Background: an optimization exercise with open tools, aiming at small area and a short achievable clock period. Do not read the settings as production practice.
Where RTL was checked, it was by simulation tests only, not by an equivalence proof against the original.
No functional check of the RTL was part of run 1.

## flow/design.v (module list and top-level ports; edited modules follow where they fit)
// module cpu: 858 lines
module cpu( 
    input clk,                           
    input RST,                           
    output [23:0] AB,                    
    output sync,                         
    input [7:0] DI,                      
    output reg [7:0] DO,                 
    output WE,                           
    input IRQ,                           
    input NMI,                           
    input RDY,                           
    input debug );
  // ...
==> flow/run.sh <==
#!/bin/bash
# synth_recipe.tcl (not shown) runs the flow's synth.tcl, then flattens the netlist and writes it again
# the make line also repeats each setting of config.mk as NAME=value (left out here)
make -C /OpenROAD-flow-scripts/flow DESIGN_CONFIG=/design/flow/config.mk WORK_HOME=/design/flow/orfs CLKGATE_MAP_FILE= SYNTH_SCRIPT=/design/flow/synth_recipe.tcl finish
==> flow/config.mk <==
export PLATFORM = sky130hd
export DESIGN_NAME = cpu
export DESIGN_NICKNAME = cpu
export VERILOG_FILES = /design/flow/design.v
export SDC_FILE = /design/flow/constraint.sdc
export NUM_CORES = 4
export LEC_CHECK = 0
export ABC_AREA = 1
export CAP_MARGIN = 20
export CORE_MARGIN = 2
export CORE_UTILIZATION = 40
export CTS_BUF_LIST = sky130_fd_sc_hd__clkbuf_8
export PLACE_DENSITY = 0.6
export SETUP_SLACK_MARGIN = 4
export SLEW_MARGIN = 20
==> flow/constraint.sdc <==
create_clock -name core_clock -period 11.0 [get_ports {clk}]
set_input_delay 2.2000 -clock core_clock [delete_from_list [all_inputs] [get_ports {clk}]]
set_output_delay 2.2000 -clock core_clock [all_outputs]
set_load 0.01 [all_outputs]
==> key figures, run 1 <==
Outcome
  • Status: complete, no violations

GRT
  • Vias in the first global route: 20850
  • Initial antenna violation count: 1
  • GRT overflow: 0
  • Met2 Track Usage GR: 0.4747
  • Largest net degree at the start of global routing: 39
  • GR peak layer: met2

Die
  • Tap Cells: ~670
  • Die height: ~230 um
  • Die Wd: 227.8 um

Timing
  • Final Max Slew Viols: 0
  • Actual slew at the worst max-slew pin: 0.9310 ns
  • Final WS setup: 3.988 ns
  • Final hold vios: 0
  • Setup violations, final: 0

Placement
  • Placement Setup Slack: 1.966 ns
  • Placed insts: 3733
  • GPL Wtd Cong: approximately 1

Layout
  • Diodes inserted: 1
  • #MultiIn Comb: 2347
  • Area of the multi-input gates: 0.01276 mm2
  • Final instance area: ~0.023 mm2
  • Final Non-Filler Cells: 3906

Synth
  • Synth Area in Simple Gates: 0.3454
  • Syn Nets: approximately 3200
  • Synthesized flop and latch total: between 200 and 250
  • Number of flops mapped to enable cells by yosys: between 100 and 150
  • Share of the synthesized area in the top cell type: 0.2129

Drt
  • Post-route ant nets: 0
  • WL final: a little over 80000 um
  • Highest routed layer: met4

Worst setup path
  • CP most frequent cell: buf_4
  • CP Capture Type: flip-flop
  • Worst EP required: 11.50 ns
  • RR Endpoint: PC[23]$_SDFFE_PP1P_
  • CP arrival: around 7.5 ns

Clock network
  • Worst-path clk slew: approximately 0.06 ns

Hold path
  • Sink of the worst hold path: PC[15]$_SDFFE_PP1P_
==> module cpu, before the edit <==
module cpu( 
    input clk,                           
    input RST,                           
    output [23:0] AB,                    
    output sync,                         
    input [7:0] DI,                      
    output reg [7:0] DO,                 
    output WE,                           
    input IRQ,                           
    input NMI,                           
    input RDY,                           
    input debug );                       
 parameter
    SYNC  = 6'd0,
    IMM0  = 6'd1,
    PHA0  = 6'd2,
    PLA0  = 6'd3,
    ZPG0  = 6'd4,
    DATA  = 6'd5,
    ABS0  = 6'd6,
    ABS1  = 6'd7,
    BRA0  = 6'd8,
    JSR0  = 6'd9,
    JSR1  = 6'd10,
    JSR2  = 6'd11,
    RTS0  = 6'd12,
    RTS1  = 6'd13,
    RTS2  = 6'd14,
    JMP0  = 6'd15,
    JMP1  = 6'd16,
    IDX0  = 6'd17,
    IDX1  = 6'd18,
    IDX2  = 6'd19,
    BRK0  = 6'd20,
    BRK1  = 6'd21,
    BRK2  = 6'd22,
    BRK3  = 6'd23,
    RTI0  = 6'd24,
    IND0  = 6'd25,
    IND1  = 6'd26,
    ZPW0  = 6'd27,
    ABW0  = 6'd28,
    ABW1  = 6'd29,
    RMW0  = 6'd30,
    RMW1  = 6'd31,
    BRK4  = 6'd32,
    JMPW  = 6'd33,
    INDW  = 6'd34,
    ABSW  = 6'd35,
    ABWW  = 6'd36,
    JSRW  = 6'd37,
    JSRH  = 6'd38,
    JSRL  = 6'd39,
    JSR3  = 6'd40,
    JSR4  = 6'd41,
    RTSW  = 6'd42,
    IMMR  = 6'd43,
    ABSR  = 6'd44,
    ZPGR  = 6'd45,
    IDXR  = 6'd46,
    PHAR  = 6'd47,
    PHAS  = 6'd48,
    PLAR  = 6'd49;
parameter
    NOP   = 2'b00,
    LDA   = 2'b01,
    STA   = 2'b10,
    RMW   = 2'b11;
parameter
    DST__ = 2'b00,
    DST_X = 2'b01,
    DST_Y = 2'b10,
    DST_A = 2'b11;
parameter
    SRC__ = 2'b00,
    SRC_Z = 2'b00,
    SRC_X = 2'b01,
    SRC_Y = 2'b10,
    SRC_A = 2'b11;
parameter
    SEL_Z = 2'b00,
    SEL_X = 2'b01,
    SEL_Y = 2'b10,
    SEL_A = 2'b11;
parameter
    FLAG____ = 2'b00,
    FLAG_ADD = 2'b01,
    FLAG_CMP = 2'b10,
    FLAG_BIT = 2'b11;
parameter
    IZ = SEL_Z,
    IX = SEL_X,
    IY = SEL_Y;
parameter
    IDX___ = 2'b00,      
    IDX_X_ = 2'b01,      
    IDX__Y = 2'b10,      
    IDX_XY = 2'b11;      
parameter  
    ALU_____ = 9'b00_000_00_00,
    ALU_REG  = 9'b00_000_00_00,  
    ALU_INCA = 9'b00_000_00_01,  
    ALU_DECA = 9'b00_000_10_00,  
    ALU_LDA  = 9'b00_001_00_00,  
    ALU_INCM = 9'b00_001_00_01,  
    ALU_DECM = 9'b00_001_10_00,  
    ALU_ADC  = 9'b00_000_01_10,  
    ALU_CMP  = 9'b00_000_11_01,  
    ALU_SBC  = 9'b00_000_11_10,  
    ALU_ORA  = 9'b00_100_00_00,  
    ALU_AND  = 9'b00_101_00_00,  
    ALU_EOR  = 9'b00_110_00_00,  
    ALU_TSX  = 9'b00_111_00_00,  
    ALU_PLA  = 9'b01_000_00_00,  
    ALU_ASLA = 9'b10_000_00_00,  
    ALU_ROLA = 9'b10_000_00_11,  
    ALU_LSRA = 9'b11_000_00_00,  
    ALU_RORA = 9'b11_000_00_11,  
    ALU_ASLM = 9'b10_001_00_00,  
    ALU_ROLM = 9'b10_001_00_11,  
    ALU_LSRM = 9'b11_001_00_00,  
    ALU_RORM = 9'b11_001_00_11;  
parameter
    AB_ZPGX = 11'b00_1_00_100_11_0,   
    AB_ABSX = 11'b10_1_00_010_01_0,   
    AB_PUSH = 11'b01_0_00_000_00_0,   
    AB_PULL = 11'b01_0_00_000_00_1,   
    AB_HOLD = 11'b10_0_00_011_00_0,   
    AB_NEXT = 11'b10_0_00_011_00_1,   
    AB_INCR = 11'b10_1_00_011_00_1,   
    AB_OPER = 11'b00_0_01_001_00_0,   
    AB_FWRD = 11'b10_0_01_001_10_0,   
    AB_JMP1 = 11'b10_0_01_010_00_1,   
    AB_JMP0 = 11'b10_0_01_010_01_0,   
    AB_BACK = 11'b11_0_01_001_10_0,   
    AB_NMIV = 11'b01_0_10_000_00_0,   
    AB_IRQV = 11'b01_0_11_000_00_0;   
parameter
    WE___ = 2'b00,                   
    WE_1_ = 2'b01,                   
    WE_ST = 2'b10;                   
parameter
    DR___ = 1'b0,                    
    DR_DI = 1'b1;                    
parameter
    DO____ = 3'b000,
    DO_ALU = 3'b000,
    DO_PCL = 3'b001,
    DO_PCH = 3'b010,
    DO_PHP = 3'b011,
    DO_PC3 = 3'b100;
parameter
    S____  = 2'b00,
    S_INC  = 2'b01,
    S_DEC  = 2'b10;
parameter
    AB_16  = 2'b00,
    AB_24  = 2'b01,
    AB_32  = 2'b10,
    AB_48  = 2'b11;
parameter
    R_08  = 2'b00,
    R_16  = 2'b01,
    R_24  = 2'b10,
    R_32  = 2'b11;
function [24:0] dec;
    input [7:0] op;
    input p0;
    case( op )
         8'h6D: dec = { FLAG_ADD, LDA, SRC_A, DST_A, ALU_ADC , IZ, (p0) ? ABSW : ABS0 };  
         8'h7D: dec = { FLAG_ADD, LDA, SRC_A, DST_A, ALU_ADC , IX, (p0) ? ABSW : ABS0 };  
         8'h79: dec = { FLAG_ADD, LDA, SRC_A, DST_A, ALU_ADC , IY, (p0) ? ABSW : ABS0 };  
         8'h69: dec = { FLAG_ADD, LDA, SRC_A, DST_A, ALU_ADC , IZ, IMM0 };  
         8'h65: dec = { FLAG_ADD, LDA, SRC_A, DST_A, ALU_ADC , IZ, ZPG0 };  
         8'h72: dec = { FLAG_ADD, LDA, SRC_A, DST_A, ALU_ADC , IZ, IDX0 };  
         8'h61: dec = { FLAG_ADD, LDA, SRC_A, DST_A, ALU_ADC , IX, IDX0 };  
         8'h75: dec = { FLAG_ADD, LDA, SRC_A, DST_A, ALU_ADC , IX, ZPG0 };  
         8'h71: dec = { FLAG_ADD, LDA, SRC_A, DST_A, ALU_ADC , IY, IDX0 };  
         8'hED: dec = { FLAG_ADD, LDA, SRC_A, DST_A, ALU_SBC , IZ, (p0) ? ABSW : ABS0 };  
         8'hFD: dec = { FLAG_ADD, LDA, SRC_A, DST_A, ALU_SBC , IX, (p0) ? ABSW : ABS0 };  
         8'hF9: dec = { FLAG_ADD, LDA, SRC_A, DST_A, ALU_SBC , IY, (p0) ? ABSW : ABS0 };  
         8'hE9: dec = { FLAG_ADD, LDA, SRC_A, DST_A, ALU_SBC , IZ, IMM0 };  
         8'hE5: dec = { FLAG_ADD, LDA, SRC_A, DST_A, ALU_SBC , IZ, ZPG0 };  
         8'hF2: dec = { FLAG_ADD, LDA, SRC_A, DST_A, ALU_SBC , IZ, IDX0 };  
         8'hE1: dec = { FLAG_ADD, LDA, SRC_A, DST_A, ALU_SBC , IX, IDX0 };  
         8'hF5: dec = { FLAG_ADD, LDA, SRC_A, DST_A, ALU_SBC , IX, ZPG0 };  
         8'hF1: dec = { FLAG_ADD, LDA, SRC_A, DST_A, ALU_SBC , IY, IDX0 };  
         8'h2D: dec = { FLAG____, LDA, SRC_A, DST_A, ALU_AND , IZ, (p0) ? ABSW : ABS0 };  
         8'h3D: dec = { FLAG____, LDA, SRC_A, DST_A, ALU_AND , IX, (p0) ? ABSW : ABS0 };  
         8'h39: dec = { FLAG____, LDA, SRC_A, DST_A, ALU_AND , IY, (p0) ? ABSW : ABS0 };  
         8'h29: dec = { FLAG____, LDA, SRC_A, DST_A, ALU_AND , IZ, IMM0 };  
         8'h25: dec = { FLAG____, LDA, SRC_A, DST_A, ALU_AND , IZ, ZPG0 };  
         8'h32: dec = { FLAG____, LDA, SRC_A, DST_A, ALU_AND , IZ, IDX0 };  
         8'h21: dec = { FLAG____, LDA, SRC_A, DST_A, ALU_AND , IX, IDX0 };  
         8'h35: dec = { FLAG____, LDA, SRC_A, DST_A, ALU_AND , IX, ZPG0 };  
         8'h31: dec = { FLAG____, LDA, SRC_A, DST_A, ALU_AND , IY, IDX0 };  
         8'h0D: dec = { FLAG____, LDA, SRC_A, DST_A, ALU_ORA , IZ, (p0) ? ABSW : ABS0 };  
         8'h1D: dec = { FLAG____, LDA, SRC_A, DST_A, ALU_ORA , IX, (p0) ? ABSW : ABS0 };  
         8'h19: dec = { FLAG____, LDA, SRC_A, DST_A, ALU_ORA , IY, (p0) ? ABSW : ABS0 };  
         8'h09: dec = { FLAG____, LDA, SRC_A, DST_A, ALU_ORA , IZ, IMM0 };  
         8'h05: dec = { FLAG____, LDA, SRC_A, DST_A, ALU_ORA , IZ, ZPG0 };  
         8'h12: dec = { FLAG____, LDA, SRC_A, DST_A, ALU_ORA , IZ, IDX0 };  
         8'h01: dec = { FLAG____, LDA, SRC_A, DST_A, ALU_ORA , IX, IDX0 };  
         8'h15: dec = { FLAG____, LDA, SRC_A, DST_A, ALU_ORA , IX, ZPG0 };  
         8'h11: dec = { FLAG____, LDA, SRC_A, DST_A, ALU_ORA , IY, IDX0 };  
         8'hAD: dec = { FLAG____, LDA, SRC_A, DST_A, ALU_LDA , IZ, (p0) ? ABSW : ABS0 };  
         8'hBD: dec = { FLAG____, LDA, SRC_A, DST_A, ALU_LDA , IX, (p0) ? ABSW : ABS0 };  
         8'hB9: dec = { FLAG____, LDA, SRC_A, DST_A, ALU_LDA , IY, (p0) ? ABSW : ABS0 };  
         8'hA9: dec = { FLAG____, LDA, SRC_A, DST_A, ALU_LDA , IZ, IMM0 };  
         8'hA5: dec = { FLAG____, LDA, SRC_A, DST_A, ALU_LDA , IZ, ZPG0 };  
         8'hB2: dec = { FLAG____, LDA, SRC_A, DST_A, ALU_LDA , IZ, IDX0 };  
         8'hA1: dec = { FLAG____, LDA, SRC_A, DST_A, ALU_LDA , IX, IDX0 };  
         8'hB5: dec = { FLAG____, LDA, SRC_A, DST_A, ALU_LDA , IX, ZPG0 };  
         8'hB1: dec = { FLAG____, LDA, SRC_A, DST_A, ALU_LDA , IY, IDX0 };  
         8'hCD: dec = { FLAG_CMP, NOP, SRC_A, DST__, ALU_CMP , IZ, (p0) ? ABSW : ABS0 };  
         8'hDD: dec = { FLAG_CMP, NOP, SRC_A, DST__, ALU_CMP , IX, (p0) ? ABSW : ABS0 };  
         8'hD9: dec = { FLAG_CMP, NOP, SRC_A, DST__, ALU_CMP , IY, (p0) ? ABSW : ABS0 };  
         8'hC9: dec = { FLAG_CMP, NOP, SRC_A, DST__, ALU_CMP , IZ, IMM0 };  
         8'hC5: dec = { FLAG_CMP, NOP, SRC_A, DST__, ALU_CMP , IZ, ZPG0 };  
         8'hD2: dec = { FLAG_CMP, NOP, SRC_A, DST__, ALU_CMP , IZ, IDX0 };  
         8'hC1: dec = { FLAG_CMP, NOP, SRC_A, DST__, ALU_CMP , IX, IDX0 };  
         8'hD5: dec = { FLAG_CMP, NOP, SRC_A, DST__, ALU_CMP , IX, ZPG0 };  
         8'hD1: dec = { FLAG_CMP, NOP, SRC_A, DST__, ALU_CMP , IY, IDX0 };  
         8'h4D: dec = { FLAG____, LDA, SRC_A, DST_A, ALU_EOR , IZ, (p0) ? ABSW : ABS0 };  
         8'h5D: dec = { FLAG____, LDA, SRC_A, DST_A, ALU_EOR , IX, (p0) ? ABSW : ABS0 };  
         8'h59: dec = { FLAG____, LDA, SRC_A, DST_A, ALU_EOR , IY, (p0) ? ABSW : ABS0 };  
         8'h49: dec = { FLAG____, LDA, SRC_A, DST_A, ALU_EOR , IZ, IMM0 };  
         8'h45: dec = { FLAG____, LDA, SRC_A, DST_A, ALU_EOR , IZ, ZPG0 };  
         8'h52: dec = { FLAG____, LDA, SRC_A, DST_A, ALU_EOR , IZ, IDX0 };  
         8'h41: dec = { FLAG____, LDA, SRC_A, DST_A, ALU_EOR , IX, IDX0 };  
         8'h55: dec = { FLAG____, LDA, SRC_A, DST_A, ALU_EOR , IX, ZPG0 };  
         8'h51: dec = { FLAG____, LDA, SRC_A, DST_A, ALU_EOR , IY, IDX0 };  
         8'h8D: dec = { FLAG____, STA, SRC_A, DST__, ALU_REG , IZ, (p0) ? ABSW : ABS0 };  
         8'h9D: dec = { FLAG____, STA, SRC_A, DST__, ALU_REG , IX, (p0) ? ABSW : ABS0 };  
         8'h99: dec = { FLAG____, STA, SRC_A, DST__, ALU_REG , IY, (p0) ? ABSW : ABS0 };  
         8'h85: dec = { FLAG____, STA, SRC_A, DST__, ALU_REG , IZ, ZPG0 };  
         8'h92: dec = { FLAG____, STA, SRC_A, DST__, ALU_REG , IZ, IDX0 };  
         8'h81: dec = { FLAG____, STA, SRC_A, DST__, ALU_REG , IX, IDX0 };  
         8'h95: dec = { FLAG____, STA, SRC_A, DST__, ALU_REG , IX, ZPG0 };  
         8'h91: dec = { FLAG____, STA, SRC_A, DST__, ALU_REG , IY, IDX0 };  
         8'h0A: dec = { FLAG____, LDA, SRC_A, DST_A, ALU_ASLA, IZ, SYNC };  
         8'h4A: dec = { FLAG____, LDA, SRC_A, DST_A, ALU_LSRA, IZ, SYNC };  
         8'h2A: dec = { FLAG____, LDA, SRC_A, DST_A, ALU_ROLA, IZ, SYNC };  
         8'h6A: dec = { FLAG____, LDA, SRC_A, DST_A, ALU_RORA, IZ, SYNC };  
         8'h0E: dec = { FLAG____, RMW, SRC__, DST__, ALU_ASLM, IZ, (p0) ? ABWW : ABW0 };  
         8'h1E: dec = { FLAG____, RMW, SRC__, DST__, ALU_ASLM, IX, (p0) ? ABWW : ABW0 };  
         8'h06: dec = { FLAG____, RMW, SRC__, DST__, ALU_ASLM, IZ, ZPW0 };  
         8'h16: dec = { FLAG____, RMW, SRC__, DST__, ALU_ASLM, IX, ZPW0 };  
         8'h4E: dec = { FLAG____, RMW, SRC__, DST__, ALU_LSRM, IZ, (p0) ? ABWW : ABW0 };  
         8'h5E: dec = { FLAG____, RMW, SRC__, DST__, ALU_LSRM, IX, (p0) ? ABWW : ABW0 };  
         8'h46: dec = { FLAG____, RMW, SRC__, DST__, ALU_LSRM, IZ, ZPW0 };  
         8'h56: dec = { FLAG____, RMW, SRC__, DST__, ALU_LSRM, IX, ZPW0 };  
         8'h2E: dec = { FLAG____, RMW, SRC__, DST__, ALU_ROLM, IZ, (p0) ? ABWW : ABW0 };  
         8'h3E: dec = { FLAG____, RMW, SRC__, DST__, ALU_ROLM, IX, (p0) ? ABWW : ABW0 };  
         8'h26: dec = { FLAG____, RMW, SRC__, DST__, ALU_ROLM, IZ, ZPW0 };  
         8'h36: dec = { FLAG____, RMW, SRC__, DST__, ALU_ROLM, IX, ZPW0 };  
         8'h6E: dec = { FLAG____, RMW, SRC__, DST__, ALU_RORM, IZ, (p0) ? ABWW : ABW0 };  
         8'h7E: dec = { FLAG____, RMW, SRC__, DST__, ALU_RORM, IX, (p0) ? ABWW : ABW0 };  
         8'h66: dec = { FLAG____, RMW, SRC__, DST__, ALU_RORM, IZ, ZPW0 };  
         8'h76: dec = { FLAG____, RMW, SRC__, DST__, ALU_RORM, IX, ZPW0 };  
         8'h90: dec = { FLAG____, NOP, SRC__, DST__, ALU_____, IZ, BRA0 };  
         8'hB0: dec = { FLAG____, NOP, SRC__, DST__, ALU_____, IZ, BRA0 };  
         8'hF0: dec = { FLAG____, NOP, SRC__, DST__, ALU_____, IZ, BRA0 };  
         8'h30: dec = { FLAG____, NOP, SRC__, DST__, ALU_____, IZ, BRA0 };  
         8'hD0: dec = { FLAG____, NOP, SRC__, DST__, ALU_____, IZ, BRA0 };  
         8'h10: dec = { FLAG____, NOP, SRC__, DST__, ALU_____, IZ, BRA0 };  
         8'h80: dec = { FLAG____, NOP, SRC__, DST__, ALU_____, IZ, BRA0 };  
         8'h50: dec = { FLAG____, NOP, SRC__, DST__, ALU_____, IZ, BRA0 };  
         8'h70: dec = { FLAG____, NOP, SRC__, DST__, ALU_____, IZ, BRA0 };  
         8'h2C: dec = { FLAG_BIT, NOP, SRC_A, DST__, ALU_AND , IZ, (p0) ? ABSW : ABS0 };  
         8'h3C: dec = { FLAG_BIT, NOP, SRC_A, DST__, ALU_AND , IX, (p0) ? ABSW : ABS0 };  
         8'h89: dec = { FLAG_BIT, NOP, SRC_A, DST__, ALU_AND , IZ, IMM0 };  
         8'h24: dec = { FLAG_BIT, NOP, SRC_A, DST__, ALU_AND , IZ, ZPG0 };  
         8'h34: dec = { FLAG_BIT, NOP, SRC_A, DST__, ALU_AND , IX, ZPG0 };  
         8'h18: dec = { FLAG____, NOP, SRC__, DST__, ALU_____, IZ, SYNC };  
         8'hD8: dec = { FLAG____, NOP, SRC__, DST__, ALU_____, IZ, SYNC };  
         8'h58: dec = { FLAG____, NOP, SRC__, DST__, ALU_____, IZ, SYNC };  
         8'hB8: dec = { FLAG____, NOP, SRC__, DST__, ALU_____, IZ, SYNC };  
         8'h38: dec = { FLAG____, NOP, SRC__, DST__, ALU_____, IZ, SYNC };  
         8'hF8: dec = { FLAG____, NOP, SRC__, DST__, ALU_____, IZ, SYNC };  
         8'h78: dec = { FLAG____, NOP, SRC__, DST__, ALU_____, IZ, SYNC };  
         8'hEA: dec = { FLAG____, NOP, SRC__, DST__, ALU_____, IZ, SYNC };  
         8'hEC: dec = { FLAG_CMP, NOP, SRC_X, DST__, ALU_CMP , IZ, (p0) ? ABSW : ABS0 };  
         8'hE0: dec = { FLAG_CMP, NOP, SRC_X, DST__, ALU_CMP , IZ, IMM0 };  
         8'hE4: dec = { FLAG_CMP, NOP, SRC_X, DST__, ALU_CMP , IZ, ZPG0 };  
         8'hCC: dec = { FLAG_CMP, NOP, SRC_Y, DST__, ALU_CMP , IZ, (p0) ? ABSW : ABS0 };  
         8'hC0: dec = { FLAG_CMP, NOP, SRC_Y, DST__, ALU_CMP , IZ, IMM0 };  
         8'hC4: dec = { FLAG_CMP, NOP, SRC_Y, DST__, ALU_CMP , IZ, ZPG0 };  
         8'hCE: dec = { FLAG____, RMW, SRC__, DST__, ALU_DECM, IZ, (p0) ? ABWW : ABW0 };  
         8'hDE: dec = { FLAG____, RMW, SRC__, DST__, ALU_DECM, IX, (p0) ? ABWW : ABW0 };  
         8'hC6: dec = { FLAG____, RMW, SRC__, DST__, ALU_DECM, IZ, ZPW0 };  
         8'hD6: dec = { FLAG____, RMW, SRC__, DST__, ALU_DECM, IX, ZPW0 };  
         8'hEE: dec = { FLAG____, RMW, SRC__, DST__, ALU_INCM, IZ, (p0) ? ABWW : ABW0 };  
         8'hFE: dec = { FLAG____, RMW, SRC__, DST__, ALU_INCM, IX, (p0) ? ABWW : ABW0 };  
         8'hE6: dec = { FLAG____, RMW, SRC__, DST__, ALU_INCM, IZ, ZPW0 };  
         8'hF6: dec = { FLAG____, RMW, SRC__, DST__, ALU_INCM, IX, ZPW0 };  
         8'h3A: dec = { FLAG____, LDA, SRC_A, DST_A, ALU_DECA, IZ, SYNC };  
         8'hCA: dec = { FLAG____, LDA, SRC_X, DST_X, ALU_DECA, IZ, SYNC };  
         8'h88: dec = { FLAG____, LDA, SRC_Y, DST_Y, ALU_DECA, IZ, SYNC };  
         8'h1A: dec = { FLAG____, LDA, SRC_A, DST_A, ALU_INCA, IZ, SYNC };  
         8'hE8: dec = { FLAG____, LDA, SRC_X, DST_X, ALU_INCA, IZ, SYNC };  
         8'hC8: dec = { FLAG____, LDA, SRC_Y, DST_Y, ALU_INCA, IZ, SYNC };  
         8'hAA: dec = { FLAG____, LDA, SRC_A, DST_X, ALU_REG , IZ, SYNC };  
         8'hA8: dec = { FLAG____, LDA, SRC_A, DST_Y, ALU_REG , IZ, SYNC };  
         8'hBA: dec = { FLAG____, LDA, SRC__, DST_X, ALU_TSX , IZ, SYNC };  
         8'h8A: dec = { FLAG____, LDA, SRC_X, DST_A, ALU_REG , IZ, SYNC };  
         8'h9A: dec = { FLAG____, NOP, SRC_X, DST__, ALU_REG , IZ, SYNC };  
         8'h98: dec = { FLAG____, LDA, SRC_Y, DST_A, ALU_REG , IZ, SYNC };  
         8'h00: dec = { FLAG____, NOP, SRC__, DST__, ALU_____, IZ, BRK0 };  
         8'h4C: dec = { FLAG____, NOP, SRC__, DST__, ALU_____, IZ, (p0) ? JMPW : JMP0 };  
         8'h6C: dec = { FLAG____, NOP, SRC__, DST__, ALU_____, IZ, (p0) ? INDW : IND0 };  
         8'h7C: dec = { FLAG____, NOP, SRC__, DST__, ALU_____, IX, (p0) ? INDW : IND0 };  
         8'h20: dec = { FLAG____, NOP, SRC__, DST__, ALU_____, IZ, (p0) ? JSRW : JSR0 };  
         8'h40: dec = { FLAG____, NOP, SRC__, DST__, ALU_____, IZ, RTI0 };  
         8'h60: dec = { FLAG____, NOP, SRC__, DST__, ALU_____, IZ, RTS0 };  
         8'hAE: dec = { FLAG____, LDA, SRC__, DST_X, ALU_LDA , IZ, (p0) ? ABSW : ABS0 };  
         8'hBE: dec = { FLAG____, LDA, SRC__, DST_X, ALU_LDA , IY, (p0) ? ABSW : ABS0 };  
         8'hA2: dec = { FLAG____, LDA, SRC__, DST_X, ALU_LDA , IZ, IMM0 };  
         8'hA6: dec = { FLAG____, LDA, SRC__, DST_X, ALU_LDA , IZ, ZPG0 };  
         8'hB6: dec = { FLAG____, LDA, SRC__, DST_X, ALU_LDA , IY, ZPG0 };  
         8'hAC: dec = { FLAG____, LDA, SRC__, DST_Y, ALU_LDA , IZ, (p0) ? ABSW : ABS0 };  
         8'hBC: dec = { FLAG____, LDA, SRC__, DST_Y, ALU_LDA , IX, (p0) ? ABSW : ABS0 };  
         8'hA0: dec = { FLAG____, LDA, SRC__, DST_Y, ALU_LDA , IZ, IMM0 };  
         8'hA4: dec = { FLAG____, LDA, SRC__, DST_Y, ALU_LDA , IZ, ZPG0 };  
         8'hB4: dec = { FLAG____, LDA, SRC__, DST_Y, ALU_LDA , IX, ZPG0 };  
         8'h48: dec = { FLAG____, NOP, SRC_A, DST__, ALU_REG , IZ, PHA0 };  
         8'hDA: dec = { FLAG____, NOP, SRC_X, DST__, ALU_REG , IZ, PHA0 };  
         8'h5A: dec = { FLAG____, NOP, SRC_Y, DST__, ALU_REG , IZ, PHA0 };  
         8'h68: dec = { FLAG____, LDA, SRC__, DST_A, ALU_PLA , IZ, PLA0 };  
         8'hFA: dec = { FLAG____, LDA, SRC__, DST_X, ALU_PLA , IZ, PLA0 };  
         8'h7A: dec = { FLAG____, LDA, SRC__, DST_Y, ALU_PLA , IZ, PLA0 };  
         8'h08: dec = { FLAG____, NOP, SRC__, DST__, ALU_REG , IZ, PHA0 };  
         8'h28: dec = { FLAG____, NOP, SRC__, DST__, ALU_____, IZ, PLA0 };  
         8'h8E: dec = { FLAG____, STA, SRC_X, DST__, ALU_REG , IZ, (p0) ? ABSW : ABS0 };  
         8'h86: dec = { FLAG____, STA, SRC_X, DST__, ALU_REG , IZ, ZPG0 };  
         8'h96: dec = { FLAG____, STA, SRC_X, DST__, ALU_REG , IY, ZPG0 };  
         8'h8C: dec = { FLAG____, STA, SRC_Y, DST__, ALU_REG , IZ, (p0) ? ABSW : ABS0 };  
         8'h84: dec = { FLAG____, STA, SRC_Y, DST__, ALU_REG , IZ, ZPG0 };  
         8'h94: dec = { FLAG____, STA, SRC_Y, DST__, ALU_REG , IX, ZPG0 };  
         8'h9C: dec = { FLAG____, STA, SRC_Z, DST__, ALU_REG , IZ, (p0) ? ABSW : ABS0 };  
         8'h9E: dec = { FLAG____, STA, SRC_Z, DST__, ALU_REG , IX, (p0) ? ABSW : ABS0 };  
         8'h64: dec = { FLAG____, STA, SRC_Z, DST__, ALU_REG , IZ, ZPG0 };  
         8'h74: dec = { FLAG____, STA, SRC_Z, DST__, ALU_REG , IX, ZPG0 };  
         8'h0F: dec = { FLAG____, NOP, SRC__, DST__, ALU_____, IZ, SYNC };  
         8'h1F: dec = { FLAG____, NOP, SRC__, DST__, ALU_____, IZ, SYNC };  
         8'h4F: dec = { FLAG____, NOP, SRC__, DST__, ALU_____, IZ, SYNC };  
         8'h8F: dec = { FLAG____, NOP, SRC__, DST__, ALU_____, IZ, SYNC };  
         8'h5F: dec = { FLAG____, NOP, SRC__, DST__, ALU_____, IZ, SYNC };  
         8'h9F: dec = { FLAG____, NOP, SRC__, DST__, ALU_____, IZ, SYNC };  
         8'h1C: dec = { 21'b00_00_00_00_00_000000000_00, (p0) ? ABSW : ABS0 };  
         8'h14: dec = { 21'b00_00_00_00_00_000000000_00, ZPG0 };  
         8'h0C: dec = { 21'b00_00_00_00_00_000000000_00, (p0) ? ABSW : ABS0 };  
         8'h04: dec = { 21'b00_00_00_00_00_000000000_00, ZPG0 };  
       default: dec = { 19'b0, IZ, SYNC };
    endcase
endfunction
function [20:0] busop;
    input [5:0] st;
    input r;                             
    input c;                             
    input d7;                            
    case( st )
        ABSW:                    busop = { S____, IDX___, DO____, DR_DI, WE___, AB_OPER };
        ABS0:                    busop = { S____, IDX___, DO____, DR_DI, WE___, AB_OPER };
        ABS1:                    busop = { S____, IDX_XY, DO_ALU, DR___, WE_ST, AB_ABSX };
        ABSR:                    busop = { S____, IDX_XY, DO_ALU, DR_DI, WE_ST, AB_INCR };
        ABWW:                    busop = { S____, IDX___, DO____, DR_DI, WE___, AB_OPER };
        ABW0:                    busop = { S____, IDX___, DO____, DR_DI, WE___, AB_OPER };
        ABW1:                    busop = { S____, IDX_XY, DO____, DR___, WE___, AB_ABSX };
        BRA0: if( c & d7 ) busop = { S____, IDX___, DO____, DR___, WE___, AB_BACK };
             else if( c )    busop = { S____, IDX___, DO____, DR___, WE___, AB_FWRD };
             else               busop = { S____, IDX___, DO____, DR___, WE___, AB_OPER };
        BRK0:                    busop = { S_DEC, IDX___, DO_PCH, DR___, WE_1_, AB_PUSH };
        BRK1:                    busop = { S_DEC, IDX___, DO_PCL, DR___, WE_1_, AB_PUSH };
        BRK2:                    busop = { S_DEC, IDX___, DO_PHP, DR___, WE_1_, AB_IRQV };
        BRK3:                    busop = { S____, IDX___, DO____, DR_DI, WE___, AB_OPER };
        BRK4:                    busop = { S____, IDX___, DO____, DR___, WE___, AB_OPER };
        DATA:                    busop = { S____, IDX___, DO____, DR_DI, WE___, AB_OPER };
        IDX0:                    busop = { S____, IDX_X_, DO____, DR_DI, WE___, AB_ZPGX };
        IDX1:                    busop = { S____, IDX___, DO____, DR_DI, WE___, AB_NEXT };
        IDX2:                    busop = { S____, IDX__Y, DO_ALU, DR___, WE_ST, AB_ABSX };
        IDXR:                    busop = { S____, IDX__Y, DO_ALU, DR_DI, WE_ST, AB_INCR };
        IMM0:                    busop = { S____, IDX___, DO____, DR_DI, WE___, AB_OPER };
        IMMR:                    busop = { S____, IDX___, DO____, DR_DI, WE___, AB_OPER };
        INDW:                    busop = { S____, IDX___, DO____, DR_DI, WE___, AB_OPER };
        IND0:                    busop = { S____, IDX___, DO____, DR_DI, WE___, AB_OPER };
        IND1:                    busop = { S____, IDX_X_, DO____, DR___, WE___, AB_JMP0 };
        JMPW:                    busop = { S____, IDX___, DO____, DR_DI, WE___, AB_OPER };
        JMP0:                    busop = { S____, IDX___, DO____, DR_DI, WE___, AB_OPER };
        JMP1:                    busop = { S____, IDX___, DO____, DR___, WE___, AB_JMP0 };
        JSRW:                    busop = { S_DEC, IDX___, DO_PC3, DR_DI, WE_1_, AB_PUSH };
        JSRH:                    busop = { S_DEC, IDX___, DO_PCH, DR___, WE_1_, AB_PUSH };
        JSR3:                    busop = { S____, IDX___, DO____, DR___, WE___, AB_OPER };
        JSR4:                    busop = { S____, IDX___, DO____, DR___, WE___, AB_OPER };
        JSRL:                    busop = { S_DEC, IDX___, DO_PCL, DR_DI, WE_1_, AB_PUSH };
        JSR0:                    busop = { S_DEC, IDX___, DO_PCH, DR_DI, WE_1_, AB_PUSH };
        JSR1:                    busop = { S_DEC, IDX___, DO_PCL, DR___, WE_1_, AB_PUSH };
        JSR2:                    busop = { S____, IDX___, DO____, DR___, WE___, AB_OPER };
        PHA0:                    busop = { S_DEC, IDX___, DO_PHP, DR___, WE_1_, AB_PUSH };
        PHAR:                    busop = { S_DEC, IDX___, DO_PHP, DR___, WE_1_, AB_PUSH };
        PHAS:                    busop = { S____, IDX___, DO____, DR___, WE___, AB_OPER };
        PLA0:                    busop = { S_INC, IDX___, DO____, DR_DI, WE___, AB_PULL };
        PLAR:                    busop = { S_INC, IDX___, DO____, DR_DI, WE___, AB_PULL };
        RMW0:                    busop = { S____, IDX___, DO____, DR_DI, WE___, AB_OPER };
        RMW1:                    busop = { S____, IDX___, DO_ALU, DR___, WE_1_, AB_HOLD };
        RTI0:                    busop = { S_INC, IDX___, DO____, DR___, WE___, AB_PULL };
        RTS0:                    busop = { S_INC, IDX___, DO____, DR___, WE___, AB_PULL };
        RTS1:                    busop = { S_INC, IDX___, DO____, DR_DI, WE___, AB_PULL };
        RTSW:                    busop = { S_INC, IDX___, DO____, DR_DI, WE___, AB_PULL };
        RTS2: if( r )          busop = { S____, IDX___, DO____, DR___, WE___, AB_JMP0 };
             else               busop = { S____, IDX___, DO____, DR___, WE___, AB_JMP1 };
        SYNC:                    busop = { S____, IDX___, DO____, DR___, WE___, AB_OPER };
        ZPG0:                    busop = { S____, IDX_XY, DO_ALU, DR___, WE_ST, AB_ZPGX };
        ZPGR:                    busop = { S____, IDX_XY, DO_ALU, DR_DI, WE_ST, AB_INCR };
        ZPW0:                    busop = { S____, IDX_XY, DO____, DR___, WE___, AB_ZPGX };
       default:                 busop = { S____, IDX___, DO____, DR___, WE___, AB_OPER };           
    endcase
endfunction
function [8:0] padd8;                    
    input [7:0] a;
    input [7:0] b;
    input c;
    reg [8:0] G, P, Gn, Pn;
    integer i, l;
    begin
        G = { a & b, c };
        P = { a ^ b, 1'b0 };
        for( l = 1; l < 9; l = l * 2 ) begin
            Gn = G;
            Pn = P;
            for( i = l; i < 9; i = i + 1 ) begin
                Gn[i] = G[i] | (P[i] & G[i - l]);
                Pn[i] = P[i] & P[i - l];
            end
            G = Gn;
            P = Pn;
        end
        padd8 = { G[8], (a ^ b) ^ G[7:0] };
    end
endfunction
function [23:0] allones;                 
    input [23:0] x;
    reg [23:0] P, Pn;
    integer i, l;
    begin
        P = { x[22:0], 1'b1 };
        for( l = 1; l < 24; l = l * 2 ) begin
            Pn = P;
            for( i = l; i < 24; i = i + 1 )
                Pn[i] = P[i] & P[i - l];
            P = Pn;
        end
        allones = P;
    end
endfunction
reg [23:0] PC;                           
reg [23:0] ab_hold;                      
reg [7:0] D4;                            
reg [7:0] D3;                            
reg [7:0] DR;                            
wire [7:0] IR;                           
reg [7:0] OP;                            
reg [2:0] PREFIX;                        
reg ABWDTH;                              
reg [1:0] RWDTH;                         
reg [1:0] RBYTES;                        
reg N, V, D, I, Z, C;                    
wire [7:0] P = { N, V, 1'b1, 1'b1, D, I, Z, C };
reg [23:0] XR, YR, AR;                   
reg [15:0] S;                            
reg [5:0] state;
reg [5:0] next_state;
assign sync = (state == SYNC);
reg [8:0] DIHOLD;
always @(posedge clk)
    case( state )
        PLA0: DIHOLD <= {1'b1, DI[7:0]};
        PHA0: DIHOLD <= {1'b1, DI[7:0]};
        RMW1: DIHOLD <= {1'b1, DI[7:0]};
     default: DIHOLD <= {1'b0, DI[7:0]};
    endcase
assign IR = DIHOLD[8] ? DIHOLD[7:0] : DI[7:0];
wire [7:0] OP_next = sync ? IR : OP;
always @(posedge clk)
    OP <= OP_next;
wire [24:0] op_dec = dec( OP, PREFIX[0] );      
wire [18:0] control = op_dec[24:6];
wire [1:0] ins_type = control[18:17];
wire adc_sbc = (ins_type == FLAG_ADD);
wire cmp     = (ins_type == FLAG_CMP);
wire bit_isn = (ins_type == FLAG_BIT);
wire store = control[16];
wire load = control[15];
wire [1:0] reg_dst = control[12:11];
wire [8:0] alu_op = control[10:2];
wire shift = alu_op[8];
wire clc = (OP == 8'h18);
wire sec = (OP == 8'h38);
wire cld = (OP == 8'hD8);
wire sed = (OP == 8'hF8);
wire cli = (OP == 8'h58);
wire sei = (OP == 8'h78);
wire rti = (OP == 8'h40);
wire clv = (OP == 8'hB8);
wire php = (OP == 8'h08) || (OP == 8'h00);
wire plp = (OP == 8'h28);
wire txs = (OP == 8'h9A);
wire variation = (OP == 8'h0F);
reg cond;
always @*
    casez( OP[7:4] )
        4'b000?: cond = ~N;
        4'b001?: cond =  N;
        4'b010?: cond = ~V;
        4'b011?: cond =  V;
        4'b1000: cond =  1;
        4'b1001: cond = ~C;
        4'b101?: cond =  C;
        4'b110?: cond = ~Z;
        4'b111?: cond =  Z;
    endcase
wire [20:0] bus_op = busop( state, rti, cond, DI[7] );
wire [10:0] ab_op = bus_op[10:0];
wire [1:0] we_op = bus_op[12:11];
wire dr_di = bus_op[13];
wire [2:0] do_op = bus_op[16:14];
wire pull = bus_op[19];
wire push = bus_op[20];
wire [24:0] ir_dec = dec( IR, PREFIX[0] );
wire [5:0] init_state = ir_dec[5:0];
always @* begin
    next_state = state;
    if( RST )
        next_state = BRK4;
    else case( state )
        SYNC:  next_state = init_state;
        ABSW:  next_state = ABS0;
        ABS0:  next_state = ABS1;
        ABS1:  if (RBYTES == 0) next_state = DATA;
               else next_state = ABSR;
        ABSR:  if (RBYTES == 0) next_state = DATA;
        ABWW:  next_state = ABWW;
        ABW0:  next_state = ABW1;
        ABW1:  next_state = RMW0;
        BRA0:  next_state = SYNC;
        BRK0:  next_state = BRK1;
        BRK1:  next_state = BRK2;
        BRK2:  next_state = BRK3;
        BRK3:  next_state = JMP0;
        BRK4:  next_state = BRK3;
        DATA:  next_state = SYNC;
        IDX0:  next_state = IDX1;
        IDX1:  next_state = IDX2;
        IDX2:  if (RBYTES == 0) next_state = DATA;
               else next_state = IDXR;
        IDXR:  if (RBYTES == 0) next_state = DATA;
        IMM0:  if (RBYTES == 0) next_state = SYNC;
               else next_state = IMMR;
        IMMR:  if (RBYTES == 0) next_state = SYNC;
        INDW:  next_state = IND0;
        IND0:  next_state = IND1;
        IND1:  next_state = (ABWDTH == 1'b0) ? JMP0 : JMPW;
        JMPW:  next_state = JMP0;
        JMP0:  next_state = JMP1;
        JMP1:  next_state = SYNC;
        JSRW:  next_state = JSRH;
        JSRH:  next_state = JSR3;
        JSR3:  next_state = JSRL;
        JSRL:  next_state = JSR4;
        JSR4:  next_state = JMP1;
        JSR0:  next_state = JSR1;
        JSR1:  next_state = JSR2;
        JSR2:  next_state = JMP1;
        PHA0:  if (RBYTES == 0) next_state = SYNC;
               else next_state = PHAR;
        PHAR:  if (RBYTES == 0) next_state = PHAS;
        PHAS:  next_state = SYNC;
        PLA0:  if (RBYTES == 0) next_state = SYNC;
               else next_state = PLAR;
        PLAR:  if (RBYTES == 0) next_state = SYNC;
        RMW0:  next_state = RMW1;
        RMW1:  next_state = SYNC;
        RTI0:  next_state = RTS0;
        RTS0:  next_state = (ABWDTH == 1'b0) ? RTS1 : RTSW;
        RTSW:  next_state = RTS1;
        RTS1:  next_state = RTS2;
        RTS2:  next_state = SYNC;
        ZPG0:  if (RBYTES == 0) next_state = DATA;
               else next_state = ZPGR;
        ZPGR:  if (RBYTES == 0) next_state = DATA;
        ZPW0:  next_state = RMW0;
        default:  next_state = SYNC;
    endcase
end
reg count;
always @*
    case( state )
        ABS1, ABSR, IDX2, IDXR, IMM0, IMMR, PHA0, PHAR, PLA0, PLAR, ZPG0, ZPGR:
            count = 1'b1;
        default:
            count = 1'b0;
    endcase
always @(posedge clk)
    state <= next_state;
always @(posedge clk)
    if( RST ) begin
        ABWDTH <= 1'b1;
        RWDTH <= R_08;
        RBYTES <= R_08;
        PREFIX <= { R_08, 1'b1 };
    end
    else begin
        if( sync ) begin
            ABWDTH <= PREFIX[0];
            RWDTH <= PREFIX[2:1];
            RBYTES <= PREFIX[2:1];
            if (IR[3:0] == 4'hF)
                PREFIX <= { IR[7:6], IR[4] };
            else if (IR == 8'h40) begin
                ABWDTH <= 1'b1;
                RWDTH <= R_08;
                PREFIX <= { R_08, 1'b1 };
            end
            else
                PREFIX <= { R_08, 1'b0 };
        end
        if( count && RBYTES != 0 )
            RBYTES <= RBYTES - 1'b1;
    end
wire [24:0] nop_dec = dec( OP_next, PREFIX[0] );
wire [20:0] nbus_op = busop( next_state, OP_next == 8'h40, 1'b0, 1'b0 );
wire nABWDTH = RST ? 1'b1 : (sync ? ((IR == 8'h40) ? 1'b1 : PREFIX[0]) : ABWDTH);
wire [1:0] nidx = nop_dec[7:6] & nbus_op[18:17];
reg bs_S, bs_PC, bs_D24, bs_D16, bs_H;   
reg [1:0] ab_x;                          
reg [1:0] ab_h;                          
reg ab_ci;
reg ab_bra;                              
reg ix_X, ix_Y;                          
reg src_X, src_Y, src_A;                 
always @(posedge clk) begin
    bs_S   <= ~nbus_op[5] & (nbus_op[4:3] == 2'b00);
    bs_PC  <= ~nbus_op[5] & (nbus_op[4:3] == 2'b01);
    bs_D24 <= ~nbus_op[5] & (nbus_op[4:3] == 2'b10) & nABWDTH;
    bs_D16 <= ~nbus_op[5] & (nbus_op[4:3] == 2'b10) & ~nABWDTH;
    bs_H   <= ~nbus_op[5] & (nbus_op[4:3] == 2'b11);
    ab_x   <= nbus_op[2:1];
    ab_h   <= nbus_op[10:9];
    ab_ci  <= nbus_op[0];
    ab_bra <= (next_state == BRA0);
    ix_X   <= (nidx == SEL_X);
    ix_Y   <= (nidx == SEL_Y);
    src_X  <= (nop_dec[20:19] == SEL_X);
    src_Y  <= (nop_dec[20:19] == SEL_Y);
    src_A  <= (nop_dec[20:19] == SEL_A);
end
wire [23:0] R = ({24{src_X}} & XR) | ({24{src_Y}} & YR) | ({24{src_A}} & AR);
wire [8:0] XY = ({9{ix_X}} & XR[8:0]) | ({9{ix_Y}} & YR[8:0]);
reg [23:0] R_IN;
reg [23:0] MEM;
reg [23:0] alu_ai;
reg [23:0] alu_bi;
reg alu_ci;
reg alu_si;
reg [23:0] alu_out;
reg alu_C, alu_N, alu_V;
wire alu_Z = (alu_out == 24'h000000);
always @* begin
    case( RWDTH )
        R_08: R_IN = { 16'h0000, R[7:0] };
        R_16: R_IN = { 8'h00, R[15:0] };
        default: R_IN = R;
    endcase
    case( RWDTH )
        R_24: MEM = { DR, D3, D4 };
        R_16: MEM = { 8'h00, DR, D3 };
        default: MEM = { 8'h00, 8'h00, DR };
    endcase
    casez( alu_op[6:4] )
        3'b0?0: alu_ai = R_IN;
        3'b0?1: alu_ai = MEM;
        3'b100: alu_ai = R_IN | MEM;
        3'b101: alu_ai = R_IN & MEM;
        3'b110: alu_ai = R_IN ^ MEM;
        3'b111: alu_ai = { 8'h00, S };
    endcase
    case( alu_op[3:2] )
        2'b00: alu_bi = 24'h000000;
        2'b01: alu_bi = MEM;
        2'b10: alu_bi = 24'hffffff;
        2'b11: alu_bi = ~MEM;
    endcase
    case( alu_op[1:0] )
        2'b01: alu_ci = 1'b1;
        2'b10: alu_ci = C;
        default: alu_ci = 1'b0;
    endcase
    {alu_C, alu_out} = alu_ai + alu_bi + alu_ci;
    alu_si = C & alu_op[0];
    if( alu_op[8] )
        if( alu_op[7] )
            {alu_out, alu_C} = {alu_si, alu_out};
        else
            {alu_C, alu_out} = {alu_out, alu_si};
    else if( alu_op[7] )
        alu_out = { 16'h0000, DI };
    alu_N = (RWDTH == R_24) ? alu_out[23] : (RWDTH == R_16) ? alu_out[15] : alu_out[7];
    alu_V = (RWDTH == R_24) ? (alu_ai[23] ^ alu_bi[23] ^ alu_C ^ alu_N) :
            (RWDTH == R_16) ? (alu_ai[15] ^ alu_bi[15] ^ alu_C ^ alu_N) :
                              (alu_ai[7]  ^ alu_bi[7]  ^ alu_C ^ alu_N);
end
wire reg_we = load & ~store & sync;
always @(posedge clk)
    if( reg_we && reg_dst == SEL_X )
        XR <= alu_out;
always @(posedge clk)
    if( reg_we && reg_dst == SEL_Y )
        YR <= alu_out;
always @(posedge clk)
    if( reg_we && reg_dst == SEL_A )
        AR <= alu_out;
    else if( variation )                 
        AR <= {16'h6502, R_16, AB_24, 4'h0};
reg [15:0] s_run;
integer si;
always @* begin
    s_run[0] = 1'b1;
    for( si = 1; si < 16; si = si + 1 )
        s_run[si] = s_run[si - 1] & (S[si - 1] ^ push);
end
always @(posedge clk)
    if( txs )              S <= R[15:0];
    else if( push | pull ) S <= S ^ s_run;
wire [23:0] base = ({24{bs_S}} & { 8'h00, S })
                 | ({24{bs_PC}} & PC)
                 | ({24{bs_D24}} & { DI, DR, D3 })
                 | ({24{bs_D16}} & { 8'h00, DI, DR })
                 | ({24{bs_H}} & ab_hold);
wire [1:0] x_op = ab_bra ? { cond, 1'b0 } : ab_x;
wire [1:0] h_op = ab_bra ? { cond, cond & DI[7] } : ab_h;
wire [7:0] abl_a = (x_op == 2'b11) ? XY[7:0] : base[7:0];
wire [7:0] abl_b = ((x_op == 2'b01) ? XY[7:0] : 8'h00) | (x_op[1] ? DI : 8'h00);
wire [8:0] abl_sum = padd8( abl_a, abl_b, ab_ci );
wire abl_co = abl_sum[8] ^ (x_op[0] & XY[8]);
wire [15:0] abh_base = base[23:8];
wire abh_down = (h_op == 2'b11);
wire [23:0] abh_run = allones( { 8'h00, abh_base ^ {16{abh_down}} } );
wire abh_flip = h_op[0] ^ (h_op[1] & abl_co);
wire [15:0] abh = abh_base ^ ({16{abh_flip}} & abh_run[15:0]);
assign AB = { abh, abl_sum[7:0] };
always @(posedge clk)
    if( ab_op[8] )
        ab_hold <= AB;
always @(posedge clk)
    if( RST )
        PC <= 24'hfffffa;
    else case( ab_op[7:6] )
        2'b01: PC <= AB + 1'b1;
        2'b10: PC <= 24'hfffff7;
        2'b11: PC <= 24'hfffffd;
      default:;
    endcase
assign WE = we_op[0] | (we_op[1] & store);
always @(posedge clk)
    if( dr_di ) begin
        D4 <= D3;
        D3 <= DR;
        DR <= DI;
    end
function [7:0] bytesel;
    input [23:0] x;
    input [1:0] w;
    input [1:0] n;
    if( w == R_08 ) bytesel = x[7:0];
    else if( w == R_16 ) bytesel = (n == 2'd1) ? x[7:0] : x[15:8];
    else bytesel = (n == 2'd2) ? x[7:0] : (n == 2'd1) ? x[15:8] : x[23:16];
endfunction
reg [8:0] rmw_in;
always @*
    case( RWDTH )
        R_16: rmw_in = { DR[0], D3 };
        R_24: rmw_in = { D3[0], D4 };
        default: rmw_in = { 1'b0, DR };
    endcase
wire [7:0] rmw_inc = rmw_in[7:0] + 8'h01;
wire [7:0] rmw_dec = rmw_in[7:0] - 8'h01;
reg [7:0] rmw_lo;                        
reg [7:0] rmw_hi;                        
always @*
    case( OP[7:5] )
        3'b000:  begin rmw_lo = { rmw_in[6:0], 1'b0 }; rmw_hi = 8'h00; end      
        3'b001:  begin rmw_lo = { rmw_in[6:0], C };    rmw_hi = 8'h00; end      
        3'b010:  begin rmw_lo = rmw_in[8:1];           rmw_hi = 8'h00; end      
        3'b011:  begin rmw_lo = rmw_in[8:1];           rmw_hi = { C, 7'h00 }; end   
        3'b110:  begin rmw_lo = rmw_dec;               rmw_hi = (DR == 8'h00) ? 8'hff : 8'h00; end   
        default: begin rmw_lo = rmw_inc;               rmw_hi = 8'h00; end      
    endcase
wire [7:0] do_reg = bytesel( R, RWDTH, RBYTES );
wire [7:0] do_rmw = (RWDTH == R_32) ? rmw_hi : rmw_lo;
always @*
    case( do_op )
        DO_PCL: DO = PC[7:0];
        DO_PCH: DO = PC[15:8];
        DO_PC3: DO = PC[23:16];
        DO_PHP: DO = php ? P : do_reg;
        default: DO = (state == RMW1) ? do_rmw : do_reg;
    endcase
always @(posedge clk)
    case( state )
        RTS0: if( rti )                         N <= DI[7];
        SYNC: if( plp )                         N <= DI[7];
              else if( bit_isn )                N <= DI[7];
              else if( load | cmp )             N <= alu_N;
     default:;
    endcase
always @(posedge clk)
    case( state )
        RTS0: if( rti )                         V <= DI[6];
        SYNC: if( plp )                         V <= DI[6];
              else if( clv )                    V <= 0;
              else if( bit_isn )                V <= DI[6];
              else if( adc_sbc )                V <= alu_V;
     default:;
    endcase
always @(posedge clk)
    case( state )
        RTS0: if( rti )                         D <= DI[3];
        SYNC: if( plp )                         D <= DI[3];
              else if( cld )                    D <= 0;
              else if( sed )                    D <= 1;
     default:;
    endcase
always @(posedge clk)
    case( state )
        BRK4:                                   I <= 1;
        RTS0: if( rti )                         I <= DI[2];
        SYNC: if( plp )                         I <= DI[2]; 
              else if( cli )                    I <= 0;
              else if( sei )                    I <= 1;
     default:;
    endcase
always @(posedge clk)
    case( state )
        RTS0: if( rti )                         Z <= DI[1];
        SYNC: if( plp )                         Z <= DI[1]; 
              else if( load | cmp | bit_isn )   Z <= alu_Z;
     default:;
    endcase
always @(posedge clk)
    case( state )
        RTS0: if( rti )                         C <= DI[0];
        SYNC: if( plp )                         C <= DI[0];
              else if( clc )                    C <= 0;
              else if( sec )                    C <= 1;
              else if( cmp | shift | adc_sbc )  C <= alu_C;
     default:;
    endcase
endmodule
==> run 2: changes to the inputs <==
--- a/flow/design.v
+++ b/flow/design.v
@@ -645,7 +645,7 @@
 wire store = control[16];
 wire load = control[15];
 wire [1:0] reg_dst = control[12:11];
-wire [8:0] alu_op = control[10:2];
+reg [8:0] alu_op;                        
 wire shift = alu_op[8];
 wire clc = (OP == 8'h18);
 wire sec = (OP == 8'h38);
@@ -806,6 +806,7 @@
     src_X  <= (nop_dec[20:19] == SEL_X);
     src_Y  <= (nop_dec[20:19] == SEL_Y);
     src_A  <= (nop_dec[20:19] == SEL_A);
+    alu_op <= nop_dec[16:8];
 end
 wire [23:0] R = ({24{src_X}} & XR) | ({24{src_Y}} & YR) | ({24{src_A}} & AR);
 wire [8:0] XY = ({9{ix_X}} & XR[8:0]) | ({9{ix_Y}} & YR[8:0]);
==> run 2 against run 1 <==
Effect of this change:
- sequential share of layout area is 0.70 points higher
- die area increased by 2.1%
- maximum frequency grew 2.0%
- via count is 0.84% higher
- synthesized area increased by 2.1%
- final cell count decreased by 0.41%
- synthesized cell count up 0.52%
- global-route usage decreased by 0.47 points
- clock skew rose by 0.0084 ns
- largest cell class unchanged
- highest routed layer unchanged
==> key figures, run 2 <==
Drt
  • DRC errors left: 0
  • Drt first pass iters: 6
  • Iteration-0 DRC Markers: around 2600
  • Via count: approximately 23000
  • Routed len/inst: around 21 um
  • WL final: 81860 um (-1.1%)
  • DR vias/cell: 5.828
  • Post-route ant nets: 0 (unchanged)

Synth
  • Async SR Flop Fraction: 0
  • Syn avg cell area: between 6 and 7 um2
  • Top_reg_cell synth: edfxtp_1
  • Sequential fraction of the synthesis area: 0.2867
  • Yosys warning count: 1
  • Unique masters post-synth: about 80
  • Number of flops mapped to enable cells by yosys: 142 (unchanged)
  • Post-synth top cells: nand2_1 (814), inv_1 (401), nor2_1 (347), nand3_1 (228), o21ai_0 (178)
  • Synth Cell Area: 0.02046 mm2
  • Synth area leader: edfxtp_1
  • Synthesized flop and latch total: 222 (+4.2%)
  • Syn Nets: 3212 (+0.50%)
  • Syn Inst Count: roughly 3100
  • Area contributors post-synth: edfxtp_1 (21%), nand2_1 (15%), dfxtp_1 (7.8%), inv_1 (7.4%), nor2_1 (6.4%)
  • Share of the synthesized area in the top cell type: 0.2084 (-0.004478)
  • Most common cell in the netlist: nand2_1

Timing
  • Final Critical Period: between 6 and 7 ns
  • Sum Neg Setup Slack: 0 ns
  • FMAX: between 0.1 and 0.15 GHz
  • Actual slew at the worst max-slew pin: 1.073 ns (+0.1421 ns)
  • Final hold vios: 0 (unchanged)
  • Relative slew slack: 0.2837
  • Final Max Slew Viols: 0 (unchanged)
  • Clock Skew: 0.04529 ns
  • Final Cycle Share: 0.6247
  • RSZ-0062 raised after global routing: true
  • Setup violations, final: 0 (unchanged)

Clock network
  • CTS buffer count: 45
  • Clock buffer depth: 3
  • CTS tree: built
  • Worst-path clk slew: 0.05 ns (about the same)
  • CTS root buffer: clkbuf_8
  • Clock latency (worst-skew pair): about 0.65 ns
  • H-Tree Depth: 2
  • Clock sinks: ~220

Worst setup path
  • CP arrival: 4.67 ns (-2.84 ns)
  • Crit Path Category: in2out
  • CP Capture Type: output port
  • Critical Path Start: DI[3]
  • Startpoint Class: input port
  • Reg2Reg Depth: 30
  • Max Fanout on Critical Path: 5
  • RR Startpoint: RWDTH[1]$_SDFFE_PP0P_
  • Worst EP required: 8.80 ns (-2.70 ns)

Die
  • I/O pin cnt: 48
  • Die area: around 0.053 mm2
  • Die Wd: 230.2 um (+1.1%)
  • Row cnt: 82
  • Starting density of the core: 0.4062
  • Die height: 230.2 um (+1.1%)
  • Core area: slightly above 0.05 mm2

Layout
  • Most frequent cells in the layout: nand2_1 (801), inv_1 (398), nor2_1 (341)
  • Layout cells sized above 1: 0.1107
  • Most common cell after layout, fill and taps aside: nand2_1
  • Nets: 3293
  • Area delta synth->final: 13.64%
  • Fillers: roughly 5300
  • Final Non-Filler Cells: 3890 (-0.41%)

GRT
  • Vias in the first global route: 20890 (+0.18%)
  • Largest net degree at the start of global routing: 34 (-13%)
  • First-pass GRT wire length: 123700 um
  • GRT overflow: 0 (unchanged)
  • Aggregate global-route resource usage: 0.3007
  • Initial antenna violation count: 2 (+1)

Placement
  • Placed insts: 3752 (+0.51%)
  • GPL Wtd Cong: 0.9813 (-0.35%)
  • I/O Buffers: 43
  • Post-detail-place hpwl: just over 60000 um

Job
  • Max_cap viols: 0

Hold path
  • Worst hold start: PREFIX[2]$_SDFFE_PP0P_
  • Hold Path Cell Cnt: 2
  • Worst min path class: reg2reg

Outcome
  • Status: complete, no violations
run 2: changes by cell type in the layout (fill, tap and decap cells not counted), sizes merged, moves of 9 or more:
cell / previous run / this run
buf: 127 / 87
clkinv: 15 / 35
dfxtp: 71 / 80
nor2: 353 / 384
o2111ai: 2 / 12
o21ai: 241 / 206
o221ai: 20 / 10
o22ai: 43 / 53
xor2: 47 / 32
run 2: area by class of cell:
class                      instances  area, um2  area share
timing repair buffer             122       1030     0.04429
sequential                       222       5874      0.2526
inverter                         446       1712     0.07361
clock inverter                    38      392.9     0.01690
tap                              672      840.8     0.03616
multi-input combinational       2343      12770      0.5491
antenna                            1      2.502   0.0001076
clock buffer                      46      633.1     0.02723
run 2: logic make-up (layout without fill, tap and decap cells):
group,Yosys count,count (layout),synth area share
and+or+nand+nor,1596,1598,0.3420
AOI/OAI and AO/OA,596,596,0.1826
buffers and inverters,536,652,0.1052
DFF,222,222,0.2867
adders and majority gates,99,99,0.06201
xor gates and xnor gates,48,48,0.02055
muxes,2,2,0.0009785
other,0,1,0
run 2: per-layer routing:
metal | global-route usage | part of all wire
met1 | 0.4040 | 0.42
met2 | 0.4668 | 0.44
met3 | 0.06039 | 0.094
met4 | 0.1321 | 0.047
met5 | 0 | 0
run 2: worst max-delay path: stages:
cell	delay (ns)
buf_2	0.25
inv_4	0.10
o21ai_1	0.19
ha_1	0.30
nand2_2	0.09
inv_1	0.05
nand2_1	0.06
nand3_2	0.08
nand2_2	0.08
nand3_1	0.06
nand2_1	0.07
nand2_2	0.09
nand3_2	0.09
nand2_4	0.08
nand2_8	0.10
nand3_4	0.10
nor2_8	0.14
buf_6	0.12
buf_4	0.11
nand2_2	0.06
nand2_2	0.07
nand2_2	0.07
buf_6	0.12
run 2: final timing paths:
check,endpoint,slack (ns)
setup / recovery,AB[16],4.13
hold / removal,PREFIX[2]$_SDFFE_PP0P_,0.46
setup reg to reg,Z$_DFFE_PP_,4.61
hold reg to reg,PREFIX[2]$_SDFFE_PP0P_,0.46
run 2: per-stage QoR:
step	hold slack [ns]	utilization	worst slack (ns)	instance area (um2)
after global placement	0.4552	0.4268	2.678	21500
after detailed placement	0.4572	0.4268	2.660	21500
after global routing	0.4884	0.4616	3.989	23250
after CTS	0.4661	0.4586	4.016	23100
after floorplan	0.4454	-	4.528	20460
final	0.4628	0.4616	4.128	23250
run 2: repair_timing:
| item | CTS | global route |
|---|---|---|
| hold buffers | 0 | 0 |
| buffers inserted | 43 | 8 |
| setup endpoints to repair | 28 | 22 |
| pin swaps | 32 | 16 |
| gates cloned | 2 | 0 |
| gates resized for setup | 129 | 30 |
==> run 3: changes to the inputs <==
--- a/flow/config.mk
+++ b/flow/config.mk
@@ -5,7 +5,7 @@
 export SDC_FILE = /design/flow/constraint.sdc
 export NUM_CORES = 4
 export LEC_CHECK = 0
-export ABC_AREA = 1
+export ABC_AREA = 0
 export CAP_MARGIN = 20
 export CORE_MARGIN = 2
 export CORE_UTILIZATION = 40
==> run 3 against run 2 <==
Effect of this change:
- still clean
- synthesized area down 1.4%
- clock-buffer cell count rose by 2
- maximum frequency shrank 3.4%
- final cell count decreased by 17%
- routed wire length fell by 7.7%
- global-route usage down 2.2 points
- sequential cell count unchanged
- register-to-register slack lost 0.24 ns
- critical path type unchanged
- largest cell class unchanged
==> key figures, run 3 <==
Die
  • Row cnt: 82 (unchanged)
  • I/O pin cnt: 48 (unchanged)
  • Die height: 228.6 um (-0.70%)
  • Core area: 0.04997 mm2 (-0.81%)
  • Die area: 0.05224 mm2 (-1.4%)
  • Die Wd: 228.6 um (-0.70%)

Worst setup path
  • CP most frequent cell: buf_6
  • Crit Path Category: in2out
  • Startpoint Class: input port
  • CP Capture Type: output port
  • Critical path's largest stage delay: 0.33 ns (+0.03 ns)
  • Kind of cell adding the most delay to the critical path: compound AO/OA/AOI/OAI gates
  • Max Fanout on Critical Path: 6 (+1)
  • Slowest cell on crit path: ha_1

Timing
  • Clock Skew: 0.02529 ns (-0.02000 ns)
  • Final Cycle Share: 0.6466 (+0.02191)
  • RSZ-0062 raised after global routing: true
  • Actual slew at the worst max-slew pin: 1.111 ns (+0.03773 ns)
  • Sum Neg Setup Slack: 0 ns (unchanged)
  • Final Critical Period: 7.113 ns (+0.2410 ns)
  • Final Max Slew Viols: 0 (unchanged)

Outcome
  • Status: complete, no violations

Synth
  • Most common cell in the netlist: nand2_1
  • Multiplexer area fraction after synthesis: 0.05862 (+0.05764)
  • Unique masters post-synth: 115 (+46%)
  • Largest family of logic cells by synthesized area: compound AO/OA/AOI/OAI gates
  • Compound-Gate Fraction of Synth Area: 0.2550 (+0.07240)
  • Top_reg_cell synth: edfxtp_1
  • Area contributors post-synth: edfxtp_1 (21%), dfxtp_1 (7.9%), ha_1 (5.9%), nand2_1 (5.4%), xnor2_1 (4.0%)
  • Syn Inst Count: 2452 (-21%)
  • XOR/XNOR share of the synthesized area: 0.05403 (+0.03348)
  • Number of flops mapped to enable cells by yosys: 142 (unchanged)
  • Share of the synthesized area in the top cell type: 0.2114 (+0.002986)
  • Synthesized flop and latch total: 222 (unchanged)
  • Synth Cell Area: 0.02017 mm2 (-1.4%)
  • Yosys warning count: 1 (unchanged)
  • Syn avg cell area: 8.227 um2 (+25%)
  • Adder-cell area share of the yosys netlist: 0.06290 (+0.0008885)
  • Post-synth top cells: nand2_1 (290), nor2_1 (202), a21oi_1 (156), o21ai_0 (148), edfxtp_1 (142)
  • Syn Nets: 2565 (-20%)
  • Synth area leader: edfxtp_1

Layout
  • Fin util: 0.4627 (+0.001136)
  • FF/Latch Area: 0.005877 mm2 (about the same)
  • Most common cell after layout, fill and taps aside: nand2_1

GRT
  • Vias in the first global route: 18900 (-9.6%)
  • GRT overflow: 0 (unchanged)
  • Initial antenna violation count: 0 (-2)
  • Aggregate global-route resource usage: 0.2786 (-0.02209)

Drt
  • Iteration-0 DRC Markers: 2218 (-15%)
  • Post-route ant nets: 0 (unchanged)
  • WL final: 75580 um (-7.7%)
  • DR vias/cell: 6.252 (+7.3%)
  • Via count: 20090 (-11%)
  • DRC errors left: 0 (unchanged)

Placement
  • I/O Buffers: 43 (unchanged)
  • Post-detail-place hpwl: 53560 um (-14%)

Clock network
  • Clock sinks: 222 (unchanged)
  • CTS buffer count: 43 (-4.4%)
  • CTS tree: built
  • CTS root buffer: clkbuf_8
  • Worst-path clk slew: 0.06 ns (about the same)

Job
  • Max_cap viols: 0 (unchanged)

Hold path
  • Worst min path class: reg2reg
[run 3: cell types whose count changed after synthesis, moves of 40 or more]
| cell | previous run | this run |
|---|---|---|
| xnor2_1 | 16 | 93 |
| nand2_1 | 814 | 290 |
| clkbuf_1 | 55 | 104 |
| mux2i_1 | 2 | 42 |
| inv_1 | 401 | 117 |
| nor2_1 | 347 | 202 |
| a22oi_1 | 11 | 71 |
| nor2b_1 | 0 | 48 |
| a222oi_1 | 0 | 42 |
| nand3_1 | 228 | 53 |
[run 3: per-stage QoR]
stage          area (um2)  setup slack (ns)  cells
2_1_floorplan       20180             4.046   2452
3_3_place_gp        21210             2.385   3066
3_5_place_dp        21210             2.286   3066
4_1_cts             22850             3.923   3195
5_1_grt             23120             3.820   3212
6_report            23120             3.887   3213
[run 3: cell type report]
| class | count | area share |
|---|---|---|
| inverter | 123 | 0.01997 |
| antenna | 1 | 0.0001082 |
| clock inverter | 31 | 0.008930 |
| timing repair buffer | 168 | 0.06099 |
| tap | 672 | 0.03637 |
| multi-input combinational | 1948 | 0.5909 |
| sequential | 222 | 0.2542 |
| clock buffer | 48 | 0.02857 |
[run 3: kinds of logic after synthesis]
kind of cell	after synthesis
muxes	88
adders and majority gates	99
xor gates and xnor gates	121
AOI/OAI and AO/OA	742
buffers and inverters	282
DFF	222
and+or+nand+nor	898
[run 3: routing by layer]
metal / share of wire / vias to the layer above / GRT usage / wire (um)
li1: - / 9267 / - / -
met1: 0.41 / 9697 / 0.3624 / 31220
met2: 0.46 / 948 / 0.4511 / 34420
met3: 0.084 / 177 / 0.05427 / 6328
met4: 0.048 / 0 / 0.1185 / 3611
met5: 0 / - / 0 / 0
[run 3: tightest hold or removal path, cell delays in order (launching register included)]
cell and delay (ns):
dfxtp_1 0.34, nand3_1 0.08, a21oi_1 0.06
[run 3: worst paths after layout]
check / startpoint / end / slack (ns) / depth (start not counted)
max: DI[6] / AB[23] / 3.89 / 16
min: PREFIX[1]$_SDFFE_PP0P_ / RWDTH[0]$_SDFFE_PP0P_ / 0.52 / 2
max reg2reg: RWDTH[1]$_SDFFE_PP0P_ / Z$_DFFE_PP_ / 4.37 / 20
min reg2reg: PREFIX[1]$_SDFFE_PP0P_ / RWDTH[0]$_SDFFE_PP0P_ / 0.52 / 2
[run 3: what timing repair did]
item,CTS,global route
hold buffers,0,0
gates resized for setup,174,38
cloned,0,1
endpoints found under the setup margin,25,25
hold endpoints to repair,0,0
buffers inserted,50,14
pin swaps,40,29

what the ideal ports hide:
How much do the figures lean on ideal ports? The routed layouts below were timed once more, with nothing changed but the port constraints.
Step 1 (the two cells are an assumption about what drives the block):
set clk [get_ports {clk}]
set_driving_cell -lib_cell sky130_fd_sc_hd__clkbuf_16 $clk
set_driving_cell -lib_cell sky130_fd_sc_hd__buf_2 [delete_from_list [all_inputs] $clk]
Step 2 moves the port delays by t, midway between the first and last clock arrival at a register: inputs arrive t later, outputs are due t later. That takes back most of the time a late clock gives input paths.
a / b / c = ideal ports / drivers / drivers and shift; a / b = the first two.
run	t (ns)	setup slack, ns	hold slack, ns	worst setup path at the end	slew at the worst register clock pin (ns)
run 1	0.655	3.988 / 3.969 / 3.313	0.486 / 0.486 / 0.486	input to register	0.07 / 0.07
run 2	0.677	4.128 / 4.106 / 4.106	0.463 / 0.463 / 0.463	input to output	0.08 / 0.08
run 3	0.667	3.887 / 3.863 / 3.863	0.523 / 0.523 / 0.523	input to output	0.07 / 0.07
After both steps every run listed still meets setup and hold. For run 1, which loses most, drivers alone change the setup slack by -0.019 ns; drivers and shift together by -0.675 ns.
